From an optimization exercise on the open Yosys and OpenROAD flow, aimed at small area, a short achievable clock period and few clock cycles per item; shortcuts taken in it are not production practice.
Function was checked by simulation only, so behaviour that the tests miss may differ from the original.
Power is estimated from default activity; no workload was simulated.

==> flow/design.v (outline; a module is shown in full before it is edited, if it fits) <==
// module seqpolar: 712 lines
module seqpolar(i_clk, i_reset, i_stb, i_xval, i_yval, i_aux, o_busy,
		o_done, o_mag, o_phase, o_aux);
  // ...
==> flow/run.sh <==
#!/bin/bash
# synth_recipe.tcl (not shown) runs the flow's synth.tcl, then flattens the netlist and writes it again
# the make line also repeats each setting of config.mk as NAME=value (left out here)
make -C /OpenROAD-flow-scripts/flow DESIGN_CONFIG=/design/flow/config.mk WORK_HOME=/design/flow/orfs CLKGATE_MAP_FILE= SYNTH_SCRIPT=/design/flow/synth_recipe.tcl finish
==> flow/config.mk <==
export PLATFORM = sky130hd
export DESIGN_NAME = seqpolar
export DESIGN_NICKNAME = seqpolar
export VERILOG_FILES = /design/flow/design.v
export SDC_FILE = /design/flow/constraint.sdc
export NUM_CORES = 4
export LEC_CHECK = 0
export CAP_MARGIN = 20
export CORE_MARGIN = 2
export CORE_UTILIZATION = 40
export CTS_BUF_LIST = sky130_fd_sc_hd__clkbuf_8
export SETUP_SLACK_MARGIN = 2.6
export SLEW_MARGIN = 20
==> flow/constraint.sdc <==
create_clock -name core_clock -period 7.0 [get_ports {i_clk}]
set_input_delay 1.4000 -clock core_clock [delete_from_list [all_inputs] [get_ports {i_clk}]]
set_output_delay 1.4000 -clock core_clock [all_outputs]
set_load 0.01 [all_outputs]
==> results.cfg, run 1 <==
[worst_setup_path]
end_kind = flop
critPathTopFamily = compound AO/OA/AOI/OAI gates
worstSetupEndpoint = ph[34]
ff2ff_setup_slack_ns = 2.47
cp_num_buf_inv = 3
path_cells = buf_6 -> nand2_1 -> inv_1 -> nor2_2 -> nand2_1 -> nor3_1 -> a31oi_1 -> ha_1 -> a211oi_2 -> o21bai_1 -> o211ai_1 -> o21a_1 -> buf_4 -> o21ai_4 -> a31o_2 -> a221o_2 -> fa_1 -> xnor2_1 -> o21ai_0
worstPathMaxFanout = 25
cp.required_ns = 7.35

[floorplanning]
core_um2 = 30500
die_w_um = 180

[pwr]
dominant_power_group = combinational logic
switching_share_pct = 48.1
power.total_uw = 8570
intPower_uw = 4450
switching_power_uw = 4120

[timing]
fmax_ghz = 0.221
layout_setup_ws_ns = 2.47
worst_pin_slew_ns = 0.903
fin_crit_sh_pct = 64.8
period_needed_ns = 4.53

[clock_network]
clock-sinks = 128
cts_buffers = 17
cts.path.max_buffers = 2
root_buffer = clkbuf_8

[drt]
first_pass_iters = 8
highest_layer = met4

[run_status]
status = timing/DRC/antenna clean

[global_route]
grt_first_pass_wirelength_um = 62600
grt_use_met2_pct = 35.2

[logic_synthesis]
ys_top_cells_by_count = nand2_1, dfxtp_1, a21oi_1
synth_flop_cell = dfxtp_1
yosysUniqueCellTypes = 80
synth_top_area_share_pct = 20.6
yosysSeqAreaShare_pct = 20.9

[finish]
largest_reg_flops = 36
nets = 1820
antenna_cells = 0
mostFrequentLayoutCells = nand2_1, a21oi_1, clkdlybuf4s50_1, nor2_1, dfxtp_1
instances_no_fill = 2040

[worst_hold_path]
hold_path.class = reg -> reg
worstHoldEndpoint = o_done

[place]
place_inst = 1958
Testbench counts, summed over its fixed seeds: cycles 18,182, items 512.
==> run 2, diff against run 1 <==
--- a/flow/design.v
+++ b/flow/design.v
@@ -14,16 +14,17 @@
 	reg		k5;
 	reg	[3:0]	sa;		 
 	reg	[7:0]	sc;		 
 	reg		sa1x, sa2x;	 
 	reg		sc1x, sc2x, sc3x;	 
 	reg		kbig;		 
 	reg	[33:0]	xv;		 
 	reg	[39:4]	yn;		 
+	reg		pc;		 
 	reg	[35:1]	ph;		 
 	wire	sx = i_xval[28], sy = i_yval[28];
 	wire	[33:0]	ex = { {1{sx}}, i_xval, 4'b0 };
 	wire	[39:4]	ey = { {7{sy}}, i_yval };
 	wire	[33:0]	ld_x = sx ? { {2{sx}}, i_xval, 3'b0 } : ex;
 	wire	[35:1]	ld_p = { !sx, !(sx^sy), 33'h1c7c6e34f };
 	wire		d = yn[39];			 
 	wire	[35:0]	y0 = { yn[35:4], 4'b0 };
@@ -523,169 +524,176 @@
 		({35{!k5 & sc[6] & sa[2]}} & 35'h0000000a2) |
 		({35{!k5 & sc[6] & sa[3]}} & 35'h000000051) |
 		({35{!k5 & sc[7] & sa[0]}} & 35'h000000028) |
 		({35{!k5 & sc[7] & sa[1]}} & 35'h000000014) |
 		({35{!k5 & sc[7] & sa[2]}} & 35'h00000000a) |
 		({35{!k5 & sc[7] & sa[3]}} & 35'h000000005) |
 		({35{k5 & sa[0]}} & 35'h000000002) |
 		({35{k5 & sa[1]}} & 35'h000000001);
-	wire	[34:0]	pn_s_a = ph;
-	wire	[34:0]	pn_s_b = (ang & {35{!d}});
-	wire	[34:0]	pn_s_p = pn_s_a ^ pn_s_b;
-	wire	[34:0]	pn_s_g = pn_s_a & pn_s_b;
-	wire	pn_s_ci = 1'b0;
-	wire pn_s_g0c = pn_s_g[0] | (pn_s_p[0] & pn_s_ci);
-	wire pn_s_g0 = pn_s_g[1] | (pn_s_p[1] & pn_s_g0c);
-	wire pn_s_p0 = pn_s_p[1] & pn_s_p[0];
-	wire pn_s_g1 = pn_s_g[3] | (pn_s_p[3] & pn_s_g[2]);
-	wire pn_s_p1 = pn_s_p[3] & pn_s_p[2];
-	wire pn_s_g2 = pn_s_g[5] | (pn_s_p[5] & pn_s_g[4]);
-	wire pn_s_p2 = pn_s_p[5] & pn_s_p[4];
-	wire pn_s_g3 = pn_s_g[7] | (pn_s_p[7] & pn_s_g[6]);
-	wire pn_s_p3 = pn_s_p[7] & pn_s_p[6];
-	wire pn_s_g4 = pn_s_g[9] | (pn_s_p[9] & pn_s_g[8]);
-	wire pn_s_p4 = pn_s_p[9] & pn_s_p[8];
-	wire pn_s_g5 = pn_s_g[11] | (pn_s_p[11] & pn_s_g[10]);
-	wire pn_s_p5 = pn_s_p[11] & pn_s_p[10];
-	wire pn_s_g6 = pn_s_g[13] | (pn_s_p[13] & pn_s_g[12]);
-	wire pn_s_p6 = pn_s_p[13] & pn_s_p[12];
-	wire pn_s_g7 = pn_s_g[15] | (pn_s_p[15] & pn_s_g[14]);
-	wire pn_s_p7 = pn_s_p[15] & pn_s_p[14];
-	wire pn_s_g8 = pn_s_g[17] | (pn_s_p[17] & pn_s_g[16]);
-	wire pn_s_p8 = pn_s_p[17] & pn_s_p[16];
-	wire pn_s_g9 = pn_s_g[19] | (pn_s_p[19] & pn_s_g[18]);
-	wire pn_s_p9 = pn_s_p[19] & pn_s_p[18];
-	wire pn_s_g10 = pn_s_g[21] | (pn_s_p[21] & pn_s_g[20]);
-	wire pn_s_p10 = pn_s_p[21] & pn_s_p[20];
-	wire pn_s_g11 = pn_s_g[23] | (pn_s_p[23] & pn_s_g[22]);
-	wire pn_s_p11 = pn_s_p[23] & pn_s_p[22];
-	wire pn_s_g12 = pn_s_g[25] | (pn_s_p[25] & pn_s_g[24]);
-	wire pn_s_p12 = pn_s_p[25] & pn_s_p[24];
-	wire pn_s_g13 = pn_s_g[27] | (pn_s_p[27] & pn_s_g[26]);
-	wire pn_s_p13 = pn_s_p[27] & pn_s_p[26];
-	wire pn_s_g14 = pn_s_g[29] | (pn_s_p[29] & pn_s_g[28]);
-	wire pn_s_p14 = pn_s_p[29] & pn_s_p[28];
-	wire pn_s_g15 = pn_s_g[31] | (pn_s_p[31] & pn_s_g[30]);
-	wire pn_s_p15 = pn_s_p[31] & pn_s_p[30];
-	wire pn_s_g16 = pn_s_g[33] | (pn_s_p[33] & pn_s_g[32]);
-	wire pn_s_p16 = pn_s_p[33] & pn_s_p[32];
-	wire pn_s_g17 = pn_s_g1 | (pn_s_p1 & pn_s_g0);
-	wire pn_s_p17 = pn_s_p1 & pn_s_p0;
-	wire pn_s_g18 = pn_s_g3 | (pn_s_p3 & pn_s_g2);
-	wire pn_s_p18 = pn_s_p3 & pn_s_p2;
-	wire pn_s_g19 = pn_s_g5 | (pn_s_p5 & pn_s_g4);
-	wire pn_s_p19 = pn_s_p5 & pn_s_p4;
-	wire pn_s_g20 = pn_s_g7 | (pn_s_p7 & pn_s_g6);
-	wire pn_s_p20 = pn_s_p7 & pn_s_p6;
-	wire pn_s_g21 = pn_s_g9 | (pn_s_p9 & pn_s_g8);
-	wire pn_s_p21 = pn_s_p9 & pn_s_p8;
-	wire pn_s_g22 = pn_s_g11 | (pn_s_p11 & pn_s_g10);
-	wire pn_s_p22 = pn_s_p11 & pn_s_p10;
-	wire pn_s_g23 = pn_s_g13 | (pn_s_p13 & pn_s_g12);
-	wire pn_s_p23 = pn_s_p13 & pn_s_p12;
-	wire pn_s_g24 = pn_s_g15 | (pn_s_p15 & pn_s_g14);
-	wire pn_s_p24 = pn_s_p15 & pn_s_p14;
-	wire pn_s_g25 = pn_s_g18 | (pn_s_p18 & pn_s_g17);
-	wire pn_s_p25 = pn_s_p18 & pn_s_p17;
-	wire pn_s_g26 = pn_s_g20 | (pn_s_p20 & pn_s_g19);
-	wire pn_s_p26 = pn_s_p20 & pn_s_p19;
-	wire pn_s_g27 = pn_s_g22 | (pn_s_p22 & pn_s_g21);
-	wire pn_s_p27 = pn_s_p22 & pn_s_p21;
-	wire pn_s_g28 = pn_s_g24 | (pn_s_p24 & pn_s_g23);
-	wire pn_s_p28 = pn_s_p24 & pn_s_p23;
-	wire pn_s_g29 = pn_s_g26 | (pn_s_p26 & pn_s_g25);
-	wire pn_s_p29 = pn_s_p26 & pn_s_p25;
-	wire pn_s_g30 = pn_s_g28 | (pn_s_p28 & pn_s_g27);
-	wire pn_s_p30 = pn_s_p28 & pn_s_p27;
-	wire pn_s_g31 = pn_s_g30 | (pn_s_p30 & pn_s_g29);
-	wire pn_s_p31 = pn_s_p30 & pn_s_p29;
-	wire pn_s_g32 = pn_s_g27 | (pn_s_p27 & pn_s_g29);
-	wire pn_s_p32 = pn_s_p27 & pn_s_p29;
-	wire pn_s_g33 = pn_s_g19 | (pn_s_p19 & pn_s_g25);
-	wire pn_s_p33 = pn_s_p19 & pn_s_p25;
-	wire pn_s_g34 = pn_s_g21 | (pn_s_p21 & pn_s_g29);
-	wire pn_s_p34 = pn_s_p21 & pn_s_p29;
-	wire pn_s_g35 = pn_s_g23 | (pn_s_p23 & pn_s_g32);
-	wire pn_s_p35 = pn_s_p23 & pn_s_p32;
-	wire pn_s_g36 = pn_s_g2 | (pn_s_p2 & pn_s_g17);
-	wire pn_s_p36 = pn_s_p2 & pn_s_p17;
-	wire pn_s_g37 = pn_s_g4 | (pn_s_p4 & pn_s_g25);
-	wire pn_s_p37 = pn_s_p4 & pn_s_p25;
-	wire pn_s_g38 = pn_s_g6 | (pn_s_p6 & pn_s_g33);
-	wire pn_s_p38 = pn_s_p6 & pn_s_p33;
-	wire pn_s_g39 = pn_s_g8 | (pn_s_p8 & pn_s_g29);
-	wire pn_s_p39 = pn_s_p8 & pn_s_p29;
-	wire pn_s_g40 = pn_s_g10 | (pn_s_p10 & pn_s_g34);
-	wire pn_s_p40 = pn_s_p10 & pn_s_p34;
-	wire pn_s_g41 = pn_s_g12 | (pn_s_p12 & pn_s_g32);
-	wire pn_s_p41 = pn_s_p12 & pn_s_p32;
-	wire pn_s_g42 = pn_s_g14 | (pn_s_p14 & pn_s_g35);
-	wire pn_s_p42 = pn_s_p14 & pn_s_p35;
-	wire pn_s_g43 = pn_s_g16 | (pn_s_p16 & pn_s_g31);
-	wire pn_s_p43 = pn_s_p16 & pn_s_p31;
-	wire pn_s_g44 = pn_s_g[2] | (pn_s_p[2] & pn_s_g0);
-	wire pn_s_p44 = pn_s_p[2] & pn_s_p0;
-	wire pn_s_g45 = pn_s_g[4] | (pn_s_p[4] & pn_s_g17);
-	wire pn_s_p45 = pn_s_p[4] & pn_s_p17;
-	wire pn_s_g46 = pn_s_g[6] | (pn_s_p[6] & pn_s_g36);
-	wire pn_s_p46 = pn_s_p[6] & pn_s_p36;
-	wire pn_s_g47 = pn_s_g[8] | (pn_s_p[8] & pn_s_g25);
-	wire pn_s_p47 = pn_s_p[8] & pn_s_p25;
-	wire pn_s_g48 = pn_s_g[10] | (pn_s_p[10] & pn_s_g37);
-	wire pn_s_p48 = pn_s_p[10] & pn_s_p37;
-	wire pn_s_g49 = pn_s_g[12] | (pn_s_p[12] & pn_s_g33);
-	wire pn_s_p49 = pn_s_p[12] & pn_s_p33;
-	wire pn_s_g50 = pn_s_g[14] | (pn_s_p[14] & pn_s_g38);
-	wire pn_s_p50 = pn_s_p[14] & pn_s_p38;
-	wire pn_s_g51 = pn_s_g[16] | (pn_s_p[16] & pn_s_g29);
-	wire pn_s_p51 = pn_s_p[16] & pn_s_p29;
-	wire pn_s_g52 = pn_s_g[18] | (pn_s_p[18] & pn_s_g39);
-	wire pn_s_p52 = pn_s_p[18] & pn_s_p39;
-	wire pn_s_g53 = pn_s_g[20] | (pn_s_p[20] & pn_s_g34);
-	wire pn_s_p53 = pn_s_p[20] & pn_s_p34;
-	wire pn_s_g54 = pn_s_g[22] | (pn_s_p[22] & pn_s_g40);
-	wire pn_s_p54 = pn_s_p[22] & pn_s_p40;
-	wire pn_s_g55 = pn_s_g[24] | (pn_s_p[24] & pn_s_g32);
-	wire pn_s_p55 = pn_s_p[24] & pn_s_p32;
-	wire pn_s_g56 = pn_s_g[26] | (pn_s_p[26] & pn_s_g41);
-	wire pn_s_p56 = pn_s_p[26] & pn_s_p41;
-	wire pn_s_g57 = pn_s_g[28] | (pn_s_p[28] & pn_s_g35);
-	wire pn_s_p57 = pn_s_p[28] & pn_s_p35;
-	wire pn_s_g58 = pn_s_g[30] | (pn_s_p[30] & pn_s_g42);
-	wire pn_s_p58 = pn_s_p[30] & pn_s_p42;
-	wire pn_s_g59 = pn_s_g[32] | (pn_s_p[32] & pn_s_g31);
-	wire pn_s_p59 = pn_s_p[32] & pn_s_p31;
-	wire	[34:0]	pn_s_c = {pn_s_g43, pn_s_g59, pn_s_g31, pn_s_g58, pn_s_g42, pn_s_g57, pn_s_g35, pn_s_g56, pn_s_g41, pn_s_g55, pn_s_g32, pn_s_g54, pn_s_g40, pn_s_g53, pn_s_g34, pn_s_g52, pn_s_g39, pn_s_g51, pn_s_g29, pn_s_g50, pn_s_g38, pn_s_g49, pn_s_g33, pn_s_g48, pn_s_g37, pn_s_g47, pn_s_g25, pn_s_g46, pn_s_g36, pn_s_g45, pn_s_g17, pn_s_g44, pn_s_g0, pn_s_g0c, pn_s_ci};
-	wire	[34:0]	pn_s = pn_s_p ^ pn_s_c;
-	wire	[35:1]	pn = pn_s;
+	wire	[34:0]	pa = ang & {35{!d}};
+	wire	[18:0]	phl = { 1'b0, ph[18:1] };
+	wire	[18:0]	pal = { 1'b0, pa[17:0] };
+	wire	[18:0]	pl_s_a = phl;
+	wire	[18:0]	pl_s_b = pal;
+	wire	[18:0]	pl_s_p = pl_s_a ^ pl_s_b;
+	wire	[18:0]	pl_s_g = pl_s_a & pl_s_b;
+	wire	pl_s_ci = 1'b0;
+	wire pl_s_g0c = pl_s_g[0] | (pl_s_p[0] & pl_s_ci);
+	wire pl_s_g0 = pl_s_g[1] | (pl_s_p[1] & pl_s_g0c);
+	wire pl_s_p0 = pl_s_p[1] & pl_s_p[0];
+	wire pl_s_g1 = pl_s_g[3] | (pl_s_p[3] & pl_s_g[2]);
+	wire pl_s_p1 = pl_s_p[3] & pl_s_p[2];
+	wire pl_s_g2 = pl_s_g[5] | (pl_s_p[5] & pl_s_g[4]);
+	wire pl_s_p2 = pl_s_p[5] & pl_s_p[4];
+	wire pl_s_g3 = pl_s_g[7] | (pl_s_p[7] & pl_s_g[6]);
+	wire pl_s_p3 = pl_s_p[7] & pl_s_p[6];
+	wire pl_s_g4 = pl_s_g[9] | (pl_s_p[9] & pl_s_g[8]);
+	wire pl_s_p4 = pl_s_p[9] & pl_s_p[8];
+	wire pl_s_g5 = pl_s_g[11] | (pl_s_p[11] & pl_s_g[10]);
+	wire pl_s_p5 = pl_s_p[11] & pl_s_p[10];
+	wire pl_s_g6 = pl_s_g[13] | (pl_s_p[13] & pl_s_g[12]);
+	wire pl_s_p6 = pl_s_p[13] & pl_s_p[12];
+	wire pl_s_g7 = pl_s_g[15] | (pl_s_p[15] & pl_s_g[14]);
+	wire pl_s_p7 = pl_s_p[15] & pl_s_p[14];
+	wire pl_s_g8 = pl_s_g[17] | (pl_s_p[17] & pl_s_g[16]);
+	wire pl_s_p8 = pl_s_p[17] & pl_s_p[16];
+	wire pl_s_g9 = pl_s_g1 | (pl_s_p1 & pl_s_g0);
+	wire pl_s_p9 = pl_s_p1 & pl_s_p0;
+	wire pl_s_g10 = pl_s_g3 | (pl_s_p3 & pl_s_g2);
+	wire pl_s_p10 = pl_s_p3 & pl_s_p2;
+	wire pl_s_g11 = pl_s_g5 | (pl_s_p5 & pl_s_g4);
+	wire pl_s_p11 = pl_s_p5 & pl_s_p4;
+	wire pl_s_g12 = pl_s_g7 | (pl_s_p7 & pl_s_g6);
+	wire pl_s_p12 = pl_s_p7 & pl_s_p6;
+	wire pl_s_g13 = pl_s_g10 | (pl_s_p10 & pl_s_g9);
+	wire pl_s_p13 = pl_s_p10 & pl_s_p9;
+	wire pl_s_g14 = pl_s_g12 | (pl_s_p12 & pl_s_g11);
+	wire pl_s_p14 = pl_s_p12 & pl_s_p11;
+	wire pl_s_g15 = pl_s_g14 | (pl_s_p14 & pl_s_g13);
+	wire pl_s_p15 = pl_s_p14 & pl_s_p13;
+	wire pl_s_g16 = pl_s_g11 | (pl_s_p11 & pl_s_g13);
+	wire pl_s_p16 = pl_s_p11 & pl_s_p13;
+	wire pl_s_g17 = pl_s_g2 | (pl_s_p2 & pl_s_g9);
+	wire pl_s_p17 = pl_s_p2 & pl_s_p9;
+	wire pl_s_g18 = pl_s_g4 | (pl_s_p4 & pl_s_g13);
+	wire pl_s_p18 = pl_s_p4 & pl_s_p13;
+	wire pl_s_g19 = pl_s_g6 | (pl_s_p6 & pl_s_g16);
+	wire pl_s_p19 = pl_s_p6 & pl_s_p16;
+	wire pl_s_g20 = pl_s_g8 | (pl_s_p8 & pl_s_g15);
+	wire pl_s_p20 = pl_s_p8 & pl_s_p15;
+	wire pl_s_g21 = pl_s_g[2] | (pl_s_p[2] & pl_s_g0);
+	wire pl_s_p21 = pl_s_p[2] & pl_s_p0;
+	wire pl_s_g22 = pl_s_g[4] | (pl_s_p[4] & pl_s_g9);
+	wire pl_s_p22 = pl_s_p[4] & pl_s_p9;
+	wire pl_s_g23 = pl_s_g[6] | (pl_s_p[6] & pl_s_g17);
+	wire pl_s_p23 = pl_s_p[6] & pl_s_p17;
+	wire pl_s_g24 = pl_s_g[8] | (pl_s_p[8] & pl_s_g13);
+	wire pl_s_p24 = pl_s_p[8] & pl_s_p13;
+	wire pl_s_g25 = pl_s_g[10] | (pl_s_p[10] & pl_s_g18);
+	wire pl_s_p25 = pl_s_p[10] & pl_s_p18;
+	wire pl_s_g26 = pl_s_g[12] | (pl_s_p[12] & pl_s_g16);
+	wire pl_s_p26 = pl_s_p[12] & pl_s_p16;
+	wire pl_s_g27 = pl_s_g[14] | (pl_s_p[14] & pl_s_g19);
+	wire pl_s_p27 = pl_s_p[14] & pl_s_p19;
+	wire pl_s_g28 = pl_s_g[16] | (pl_s_p[16] & pl_s_g15);
+	wire pl_s_p28 = pl_s_p[16] & pl_s_p15;
+	wire	[18:0]	pl_s_c = {pl_s_g20, pl_s_g28, pl_s_g15, pl_s_g27, pl_s_g19, pl_s_g26, pl_s_g16, pl_s_g25, pl_s_g18, pl_s_g24, pl_s_g13, pl_s_g23, pl_s_g17, pl_s_g22, pl_s_g9, pl_s_g21, pl_s_g0, pl_s_g0c, pl_s_ci};
+	wire	[18:0]	pl_s = pl_s_p ^ pl_s_c;
+	wire	[18:0]	pl = pl_s;
+	wire		pcl = last && !d && (&ph[18:1]);
+	wire	[35:19]	phh = ph[35:19];
+	wire	[35:19]	pah = pa[34:18] | {16'b0, pcl};
+	wire	[16:0]	ph_hi_s_a = phh;
+	wire	[16:0]	ph_hi_s_b = pah;
+	wire	[16:0]	ph_hi_s_p = ph_hi_s_a ^ ph_hi_s_b;
+	wire	[16:0]	ph_hi_s_g = ph_hi_s_a & ph_hi_s_b;
+	wire	ph_hi_s_ci = pc;
+	wire ph_hi_s_g0c = ph_hi_s_g[0] | (ph_hi_s_p[0] & ph_hi_s_ci);
+	wire ph_hi_s_g0 = ph_hi_s_g[1] | (ph_hi_s_p[1] & ph_hi_s_g0c);
+	wire ph_hi_s_p0 = ph_hi_s_p[1] & ph_hi_s_p[0];
+	wire ph_hi_s_g1 = ph_hi_s_g[3] | (ph_hi_s_p[3] & ph_hi_s_g[2]);
+	wire ph_hi_s_p1 = ph_hi_s_p[3] & ph_hi_s_p[2];
+	wire ph_hi_s_g2 = ph_hi_s_g[5] | (ph_hi_s_p[5] & ph_hi_s_g[4]);
+	wire ph_hi_s_p2 = ph_hi_s_p[5] & ph_hi_s_p[4];
+	wire ph_hi_s_g3 = ph_hi_s_g[7] | (ph_hi_s_p[7] & ph_hi_s_g[6]);
+	wire ph_hi_s_p3 = ph_hi_s_p[7] & ph_hi_s_p[6];
+	wire ph_hi_s_g4 = ph_hi_s_g[9] | (ph_hi_s_p[9] & ph_hi_s_g[8]);
+	wire ph_hi_s_p4 = ph_hi_s_p[9] & ph_hi_s_p[8];
+	wire ph_hi_s_g5 = ph_hi_s_g[11] | (ph_hi_s_p[11] & ph_hi_s_g[10]);
+	wire ph_hi_s_p5 = ph_hi_s_p[11] & ph_hi_s_p[10];
+	wire ph_hi_s_g6 = ph_hi_s_g[13] | (ph_hi_s_p[13] & ph_hi_s_g[12]);
+	wire ph_hi_s_p6 = ph_hi_s_p[13] & ph_hi_s_p[12];
+	wire ph_hi_s_g7 = ph_hi_s_g[15] | (ph_hi_s_p[15] & ph_hi_s_g[14]);
+	wire ph_hi_s_p7 = ph_hi_s_p[15] & ph_hi_s_p[14];
+	wire ph_hi_s_g8 = ph_hi_s_g1 | (ph_hi_s_p1 & ph_hi_s_g0);
+	wire ph_hi_s_p8 = ph_hi_s_p1 & ph_hi_s_p0;
+	wire ph_hi_s_g9 = ph_hi_s_g3 | (ph_hi_s_p3 & ph_hi_s_g2);
+	wire ph_hi_s_p9 = ph_hi_s_p3 & ph_hi_s_p2;
+	wire ph_hi_s_g10 = ph_hi_s_g5 | (ph_hi_s_p5 & ph_hi_s_g4);
+	wire ph_hi_s_p10 = ph_hi_s_p5 & ph_hi_s_p4;
+	wire ph_hi_s_g11 = ph_hi_s_g7 | (ph_hi_s_p7 & ph_hi_s_g6);
+	wire ph_hi_s_p11 = ph_hi_s_p7 & ph_hi_s_p6;
+	wire ph_hi_s_g12 = ph_hi_s_g9 | (ph_hi_s_p9 & ph_hi_s_g8);
+	wire ph_hi_s_p12 = ph_hi_s_p9 & ph_hi_s_p8;
+	wire ph_hi_s_g13 = ph_hi_s_g11 | (ph_hi_s_p11 & ph_hi_s_g10);
+	wire ph_hi_s_p13 = ph_hi_s_p11 & ph_hi_s_p10;
+	wire ph_hi_s_g14 = ph_hi_s_g13 | (ph_hi_s_p13 & ph_hi_s_g12);
+	wire ph_hi_s_p14 = ph_hi_s_p13 & ph_hi_s_p12;
+	wire ph_hi_s_g15 = ph_hi_s_g10 | (ph_hi_s_p10 & ph_hi_s_g12);
+	wire ph_hi_s_p15 = ph_hi_s_p10 & ph_hi_s_p12;
+	wire ph_hi_s_g16 = ph_hi_s_g2 | (ph_hi_s_p2 & ph_hi_s_g8);
+	wire ph_hi_s_p16 = ph_hi_s_p2 & ph_hi_s_p8;
+	wire ph_hi_s_g17 = ph_hi_s_g4 | (ph_hi_s_p4 & ph_hi_s_g12);
+	wire ph_hi_s_p17 = ph_hi_s_p4 & ph_hi_s_p12;
+	wire ph_hi_s_g18 = ph_hi_s_g6 | (ph_hi_s_p6 & ph_hi_s_g15);
+	wire ph_hi_s_p18 = ph_hi_s_p6 & ph_hi_s_p15;
+	wire ph_hi_s_g19 = ph_hi_s_g[2] | (ph_hi_s_p[2] & ph_hi_s_g0);
+	wire ph_hi_s_p19 = ph_hi_s_p[2] & ph_hi_s_p0;
+	wire ph_hi_s_g20 = ph_hi_s_g[4] | (ph_hi_s_p[4] & ph_hi_s_g8);
+	wire ph_hi_s_p20 = ph_hi_s_p[4] & ph_hi_s_p8;
+	wire ph_hi_s_g21 = ph_hi_s_g[6] | (ph_hi_s_p[6] & ph_hi_s_g16);
+	wire ph_hi_s_p21 = ph_hi_s_p[6] & ph_hi_s_p16;
+	wire ph_hi_s_g22 = ph_hi_s_g[8] | (ph_hi_s_p[8] & ph_hi_s_g12);
+	wire ph_hi_s_p22 = ph_hi_s_p[8] & ph_hi_s_p12;
+	wire ph_hi_s_g23 = ph_hi_s_g[10] | (ph_hi_s_p[10] & ph_hi_s_g17);
+	wire ph_hi_s_p23 = ph_hi_s_p[10] & ph_hi_s_p17;
+	wire ph_hi_s_g24 = ph_hi_s_g[12] | (ph_hi_s_p[12] & ph_hi_s_g15);
+	wire ph_hi_s_p24 = ph_hi_s_p[12] & ph_hi_s_p15;
+	wire ph_hi_s_g25 = ph_hi_s_g[14] | (ph_hi_s_p[14] & ph_hi_s_g18);
+	wire ph_hi_s_p25 = ph_hi_s_p[14] & ph_hi_s_p18;
+	wire	[16:0]	ph_hi_s_c = {ph_hi_s_g14, ph_hi_s_g25, ph_hi_s_g18, ph_hi_s_g24, ph_hi_s_g15, ph_hi_s_g23, ph_hi_s_g17, ph_hi_s_g22, ph_hi_s_g12, ph_hi_s_g21, ph_hi_s_g16, ph_hi_s_g20, ph_hi_s_g8, ph_hi_s_g19, ph_hi_s_g0, ph_hi_s_g0c, ph_hi_s_ci};
+	wire	[16:0]	ph_hi_s = ph_hi_s_p ^ ph_hi_s_c;
+	wire	[35:19]	ph_hi = ph_hi_s;
 	wire	load = i_stb && !busy;
 	wire	[3:0]	san = rot ? sa : { sa[2:0], sa[3] };
 	wire	[7:0]	scn = (rot || !sa[3]) ? sc : { sc[6:0], sc[7] };
 	wire		k5n = k5 || (!rot && sa[3] && sc[7]);
 	always @(posedge i_clk)
 	begin
 		if (load) begin
 			xv <= ld_x;
 			yn <= ey;
 			rot <= sx;
 			ph <= ld_p;
+			pc <= 1'b0;
 			k5 <= 1'b0;
 			sa <= 4'b0001;
 			sc <= 8'b00000001;
 			sa1x <= 1'b0;
 			sa2x <= 1'b0;
 			sc1x <= 1'b0;
 			sc2x <= 1'b0;
 			sc3x <= 1'b0;
 			kbig <= 1'b0;
 		end else begin
 			xv <= xn;
 			yn <= ynn;
-			ph <= pn;
+			ph <= { ph_hi, pl[17:0] };
+			pc <= pl[18];
 			k5 <= k5n;
 			sa <= san;
 			sc <= scn;
 			sa1x <= |san[3:1];
 			sa2x <= |san[3:2];
 			sc1x <= |scn[4:1];
 			sc2x <= |scn[4:2];
 			sc3x <= |scn[4:3];
==> flow/flow/run.sh (new file) <==
#!/bin/bash
set -euo pipefail
export BUFFER_PORTS_ARGS="-buffer_cell sky130_fd_sc_hd__buf_1"
bash standard.sh > standard_flow.log 2>&1
==> flow/standard.sh (new file) <==
#!/bin/bash
# synth_recipe.tcl (not shown) runs the flow's synth.tcl, then flattens the netlist and writes it again
# the make line also repeats each setting of config.mk as NAME=value (left out here)
make -C /OpenROAD-flow-scripts/flow DESIGN_CONFIG=/design/flow/config.mk WORK_HOME=/design/flow/orfs CLKGATE_MAP_FILE= SYNTH_SCRIPT=/design/flow/synth_recipe.tcl "${@:-finish}"
removed: flow/run.sh
==> run 2 against run 1 <==
Compared with the run above:
- sequential power increased by 7%
- combinational power up 0.6%
- worst setup slack better by 0.091 ns
- critical path type unchanged
- largest cell class unchanged
- highest routed layer unchanged
==> results.cfg, run 2 <==
[run_status]
status = timing/DRC/antenna clean

[logic_synthesis]
synth_top_family_by_area = compound AO/OA/AOI/OAI gates
synth_top_area_share_pct = 20.8
yosysUniqueCellTypes = 73
synthMuxAreaShare_pct = 1.90
yosys_register_bits = 129
synth-xor-area-share_pct = 8.75
yosysSeqAreaShare_pct = 21.1
synth_flop_cell = dfxtp_1
ys_top_cells_by_count = nand2_1, dfxtp_1, a21oi_1
yosys.area_share.adder_pct = 14.6
syn_area_um2 = 12300
yosys_warnings = 1
async_reset_ff_share_pct = 0
yosys.area.top_type = dfxtp_1
yosys-top-cells-area = dfxtp_1, ha_1, xnor2_1
synth_most_common_cell = nand2_1
synth_compound_area_share_pct = 24.8
synthSimpleGateAreaFrac_pct = 21.2
synth.avg_cell_area_um2 = 7.77
synth_nets = 1773
synth_cells = 1585
synth_edf_count = 1

[drt]
viasPerCell = 5.89
first_pass_iters = 8
wl_per_cell_um = 20.8
totalWireLength_um = 42800
drt_iter0_markers = 1280
drc = 0
ant_nets = 0
vias = 12094

[finish]
mostFrequentLayoutCell = nand2_1
instances_no_fill = 2053
nets = 1832
largest_register = yn
syn_to_final_growth_pct = 14.3
drive_gt1_share_pct = 14.2
mostFrequentLayoutCells = nand2_1, dfxtp_1, buf_1, a21oi_1, xnor2_1
largest_reg_flops = 36
antenna_cells = 0
top_regs = yn: 36 flops, ph: 35 flops, xv: 34 flops

[pwr]
power.total_uw = 8690
power_density_nw_per_um2 = 618
ir_drop_uv = 335
leakage_uw = 0.00585

[clock_network]
clk_pin_slew_ns = 0.10
cts_buffers = 17
cts_hold_buf = 0
clk_latency_ns = 0.50
root_buffer = clkbuf_8
cts.path.max_buffers = 2
cts_tree = built
clock-sinks = 129
cts_max_level = 4

[global_route]
overflow = 0
grt_first_pass_wirelength_um = 66400
grt_usage_pct = 25.9
antenna_found_initial = 0
grt_pass1_vias = 11740
grt_max_degree = 62

[timing]
fmax_ghz = 0.225
setup_viol = 0
slew_headroom_pct = 42.5
finalSetupTns_ns = 0
finClkSkew_ns = 0.0184
hold_viol = 0
rsz0062_at_grt = yes
fin_crit_sh_pct = 63.5
worst_pin_slew_ns = 0.863
period_needed_ns = 4.44
slew_viol_final = 0

[place]
gp_congestion = 0.973
port-buffer-count = 116
dp_hpwl_um = 30200
place_inst = 1951

[worst_setup_path]
cp.required_ns = 7.37
critical_path_class = reg -> reg
arrival_ns = 4.82
timing.rr.start = sa[1]
ff2ff_setup_slack_ns = 2.56
rr_endpoint = xv[33]
r2r.worst_path.cells = 23
end_kind = flop
worstPathMaxFanout = 21
crit_path_start_kind = flop

[floorplanning]
pin_count = 117
start_util_pct = 40.5
core_um2 = 30400
rows = 64
die_y_um = 179
die-area_um2 = 32200
die_w_um = 179

[worst_hold_path]
hold_depth = 1
hold_start = busy
hold_path.class = reg -> reg
worstHoldEndpoint = o_done

[run]
max_cap_viol_count = 0
[run 2: layer usage]
layer / routed length, µm / track usage, % / part of all wire, %
met3: 2910 / 4.07 / 6.8
met1: 18000 / 33.4 / 42
met2: 19800 / 42.1 / 46
met5: 0 / 0 / 0
met4: 2120 / 12.8 / 5.0
[run 2: worst max-delay path, stage by stage (launching register included)]
cell and delay (ns):
dfxtp_4 0.40, buf_4 0.15, buf_8 0.16, a22oi_1 0.22, nand2_2 0.15, a222oi_1 0.32, nand3_1 0.17, xnor2_1 0.17
nor2_1 0.08, ha_1 0.33, o21ai_0 0.09, nor2_1 0.15, o211ai_1 0.10, buf_4 0.17, a21boi_4 0.19, a211oi_4 0.10
o31ai_2 0.31, o21ai_2 0.10, a21boi_2 0.17, nor2_2 0.06, fa_2 0.35, xnor2_2 0.14, xnor2_1 0.14, a21oi_1 0.08
[run 2: kinds of logic after synthesis]
kind of cell,Yosys count
and+or+nand+nor,533
xor gates and xnor gates,123
AOI/OAI and AO/OA,453
muxes,23
DFF,129
buffers and inverters,198
adders and majority gates,126
[run 2: cell type report]
cell class,instances,area [µm²]
fill,3118,16400
multi-input combinational,1258,9170
sequential,129,2630
timing repair buffer,201,1200
tap,396,495
clock buffer,17,234
clock inverter,15,195
inverter,36,143
timing repair inverter,1,5.00
[run 2: worst max-delay path by stage]
stage,startpoint,endpoint,slack (ns),cells after the start
finish,sa[1],xv[33],2.56,23
global route,sa[1],xv[33],2.29,23
CTS,sa[1],xv[33],2.55,22
detailed placement,k5,ph[34],1.55,17
global placement,k5,ph[18],1.71,18
floorplan,sa[1],xv[33],2.60,21
[run 2: report_power, final]
part	internal [µW]	switching, µW	total [µW]
Combinational	2930	3400	6330
Clock	363	371	734
Sequential	1100	532	1630
Total	4390	4310	8690
[run 2: repair_timing]
item,CTS,global route
gates resized for setup,75,58
pin swaps,40,63
gates cloned,0,2
setup endpoints to repair,58,24
buffers inserted,44,24
[run 2: per-stage QoR]
stage          utilization [%]  cell area [µm²]  hold slack (ns)  setup WS (ns)
6_report                  46.2            14100            0.514           2.56
5_1_grt                   46.2            14100            0.535           2.29
4_1_cts                   44.9            13700            0.515           2.55
3_5_place_dp              41.4            12600            0.503           1.55
3_3_place_gp              41.4            12600            0.503           1.71
2_1_floorplan                -            12300            0.518           2.60
Testbench counts of run 2, summed over its fixed seeds: cycles 18,182, items 512.

[port drivers added, routing unchanged]
The flow's constraints put no driver on any port. The routed layouts listed below were extracted and timed again, unchanged, in two steps. Step 1 (the two cells are an assumption about what drives the block):
set clk [get_ports {i_clk}]
set_driving_cell -lib_cell sky130_fd_sc_hd__clkbuf_16 $clk
set_driving_cell -lib_cell sky130_fd_sc_hd__buf_2 [delete_from_list [all_inputs] $clk]
Step 2, shift: input delay + t, output delay - t, t = (earliest + latest rising clock arrival at the registers) / 2. This alone moves slack from input paths to output paths. Three values: ideal, step 1, step 2; two values: the first two.
| run | t (ns) | slack for setup (ns) | cell pins on the clock port's net |
|---|---|---|---|
| run 1 | 0.526 | 2.466 / 2.466 / 2.466 | 1 |
| run 2 | 0.537 | 2.557 / 2.557 / 2.557 | 1 |
After both steps setup and hold are still met in every run listed.
